Source: an optimization exercise on an open RTL-to-GDS flow (aim: small area). Production flows keep margins and buffers that such runs may drop.
Function was checked by simulation only, so behaviour that the tests miss may differ from the original.
No activity file was given, so power comes from the tool's default toggle rates.

==> build 75 <==
Design TOP_VGA_DEMO_KBD, start of the top module:
module TOP_VGA_DEMO_KBD
(
  input wire clk,
  input wire PS2_CLK,
  input wire PS2_DAT,
  input wire resetN,
  output wire vga_hs,
  output wire vga_vs,
  output wire vga_blank,
  output wire [7:0] vga_rgb
);
  reg [9:0] xr, yr;
  wire [9:0] xc = (xr == 10'd640) ? 10'd864 : xr + 10'd1;
  wire [9:0] yn = (yr == 10'd480) ? 10'd980 : yr + 10'd1;
  wire [9:0] yc = (xr == 10'd976) ? yn : yr;
  always @(posedge clk or negedge resetN)
    if (!resetN) begin
      xr <= 10'd640;
      yr <= 10'd980;
    end else begin
      xr <= xc;
      yr <= yc;
    end
  assign vga_hs = !(xc >= 10'd880 && xc <= 10'd975);
  assign vga_vs = !(yc == 10'd991 || yc == 10'd992);
  assign vga_blank = !(xc[9] & xc[8]) & !yc[9];
  wire sof   = (xr == 10'd976) && (yr == 10'd990);    
  wire sof_d = (xr == 10'd977) && (yr == 10'd991);    
  wire [9:0] pxc = (xc[9] & xc[8]) ? 10'd0 : xc;
  wire [8:0] pyc = yc[9] ? 9'd0 : yc[8:0];
  wire [9:0] pxd = (xr[9] & xr[8]) ? 10'd0 : xr;
  wire [8:0] pyd = yr[9] ? 9'd0 : yr[8:0];
  reg [3:0] lcnt;
  reg       kclk;
  always @(posedge clk or negedge resetN)
    if (!resetN) begin
      lcnt <= 4'd0;
      kclk <= 1'b0;
    end else if (PS2_CLK) begin
      if (lcnt != 4'd15) lcnt <= lcnt + 4'd1;
      else kclk <= 1'b1;
    end else begin
  ...
Settings: LEC_CHECK=0, ABC_AREA=1, CAP_MARGIN=20, CORE_MARGIN=2, CORE_UTILIZATION=55, GPL_TIMING_DRIVEN=0, SLEW_MARGIN=20, SYNTH_MEMORY_MAX_BITS=131072; clock period 40.0 ns.
standard.sh (not shown) runs the stock make flow with config.mk's settings and CLKGATE_MAP_FILE= SYNTH_SCRIPT=/design/flow/synth_recipe.tcl, a recipe that flattens the netlist after the stock synthesis.
==> flow/flow/run.sh <==
#!/bin/bash
set -euo pipefail
W=$(pwd)
{ cat "$W/flow/synth_prefix.tcl"; cat "$W/synth_recipe.tcl"; } > "$W/synth_area.tcl"
CTS="-sink_clustering_enable -repair_clock_nets -buf_list sky130_fd_sc_hd__clkbuf_16 -sink_clustering_size 20 -sink_clustering_max_diameter 60 -dont_use_dummy_load"
sed -e "s#SYNTH_SCRIPT=[^ ]*#SYNTH_SCRIPT=$W/synth_area.tcl#" \
    -e "s#\"\${@:-finish}\"#'CTS_ARGS=$CTS' \"\${@:-finish}\"#" \
    "$W/standard.sh" > "$W/standard_area.sh"
grep -q "SYNTH_SCRIPT=$W/synth_area.tcl" "$W/standard_area.sh"
grep -q "CTS_ARGS=" "$W/standard_area.sh"
export AREA_ABC_SCRIPT="$W/flow/area.abc"
export CTS_ARGS="$CTS"
bash "$W/standard_area.sh" finish > "$W/flow_make.log" 2>&1
test -f "$W/out/final.def"
==> flow/flow/area.abc <==
strash
&get -n
&st
&deepsyn -T 120
&dch -f
&nf -a
&st
&dch -f
&nf -a
&put
topo
==> flow/flow/synth_prefix.tcl <==
# Prepended to the standard flow's synth_recipe.tcl by run.sh.  Registers are mapped exactly
# as in the standard synthesis; only the combinational logic is mapped
# differently: no full/half adder cells are extracted (abc sees all logic)
# and abc runs the area-oriented script flow/area.abc.
proc extract_fa {args} {}
proc abc {args} {
  set i [lsearch -exact $args -script]
  if {$i >= 0} {
    lset args [expr {$i + 1}] $::env(AREA_ABC_SCRIPT)
  }
  yosys abc {*}$args
}
==> trial 9 (differences from build 75) <==
==> flow/run.sh (new file) <==
#!/bin/bash
# synth_recipe.tcl (not shown) runs the flow's synth.tcl, then flattens the netlist and writes it again
# the make line also repeats each setting of config.mk as NAME=value (left out here)
make -C /OpenROAD-flow-scripts/flow DESIGN_CONFIG=/design/flow/config.mk WORK_HOME=/design/flow/orfs CLKGATE_MAP_FILE= SYNTH_SCRIPT=/design/flow/synth_recipe.tcl finish
--- a/flow/config.mk
+++ b/flow/config.mk
@@ -11,2 +11,5 @@
 export CORE_UTILIZATION = 55
+export CTS_BUF_LIST = sky130_fd_sc_hd__clkbuf_16
+export CTS_CLUSTER_DIAMETER = 60
+export CTS_CLUSTER_SIZE = 20
 export GPL_TIMING_DRIVEN = 0
removed: flow/flow/run.sh
removed: flow/flow/area.abc
removed: flow/flow/synth_prefix.tcl
removed: flow/standard.sh
==> comparison table <==
metric	build 75	trial 9
Met3 Resource Use GR	6.324%	3.978%
Stages on worst setup path	11	16
Total power	0.9264 mW	1.040 mW
GRT met1 Usage	44.73%	45.55%
Reported combinational group power	0.0463 mW	0.0669 mW
Layout clock area frac	3.201%	3.711%
Number of core rows	82	94
Count of unique library cells instantiated by Yosys	71	79
Met3 wire length	7576 um	7719 um
Drt wl/cell	23.15 um	19.74 um
Area taken by multi-input logic gates	15380 um2	20500 um2
Xor and xnor fraction of the mapped netlist area	6.521%	3.524%
Pre-Repair DR Iteration Count	7	8
Largest fanout on the critical path	16	10
Crit path time final	13.74 ns	11.99 ns
Gpl congestion	1.005	1.035
Fin util	60.52%	59.86%
Status	finished clean	finished clean
Fin area	30490 um2	39280 um2
Initial antenna violation count	2	0
Share of cells above drive strength 1	2.944%	7.306%
Wire length after detailed routing	90260 um	118400 um
Worst max-slew margin expressed relative to the limit	18.79%	25.38%
Sw power	0.2151 mW	0.2693 mW
Slowest stage delay, CP	0.96 ns	0.55 ns
Die boundary height	230.5 um	261.2 um

port drivers added, routing unchanged:
In the flow no input, the clock included, has a driving cell. The finished layouts below were timed again as built, in two steps. Step 1 sets driving cells, clkbuf_16 on the clock port and buf_2 on the other inputs (assumed; they add their load-dependent delay and slew). Step 2 moves the port delays by t, midway between the first and last clock arrival at a register: inputs arrive t later, outputs are due t later. That takes back most of the time a late clock gives input paths. a / b / c = ideal / step 1 / step 2; a / b = the first two.
| run | shift t [ns] | setup slack, ns | worst data-port slew with drivers (ns) |
|---|---|---|---|
| build 75 | 0.627 | 26.260 / 26.196 / 26.823 | 0.05 |
| trial 9 | 0.653 | 28.008 / 27.942 / 28.595 | 0.05 |
After both steps every run listed still meets setup and hold.
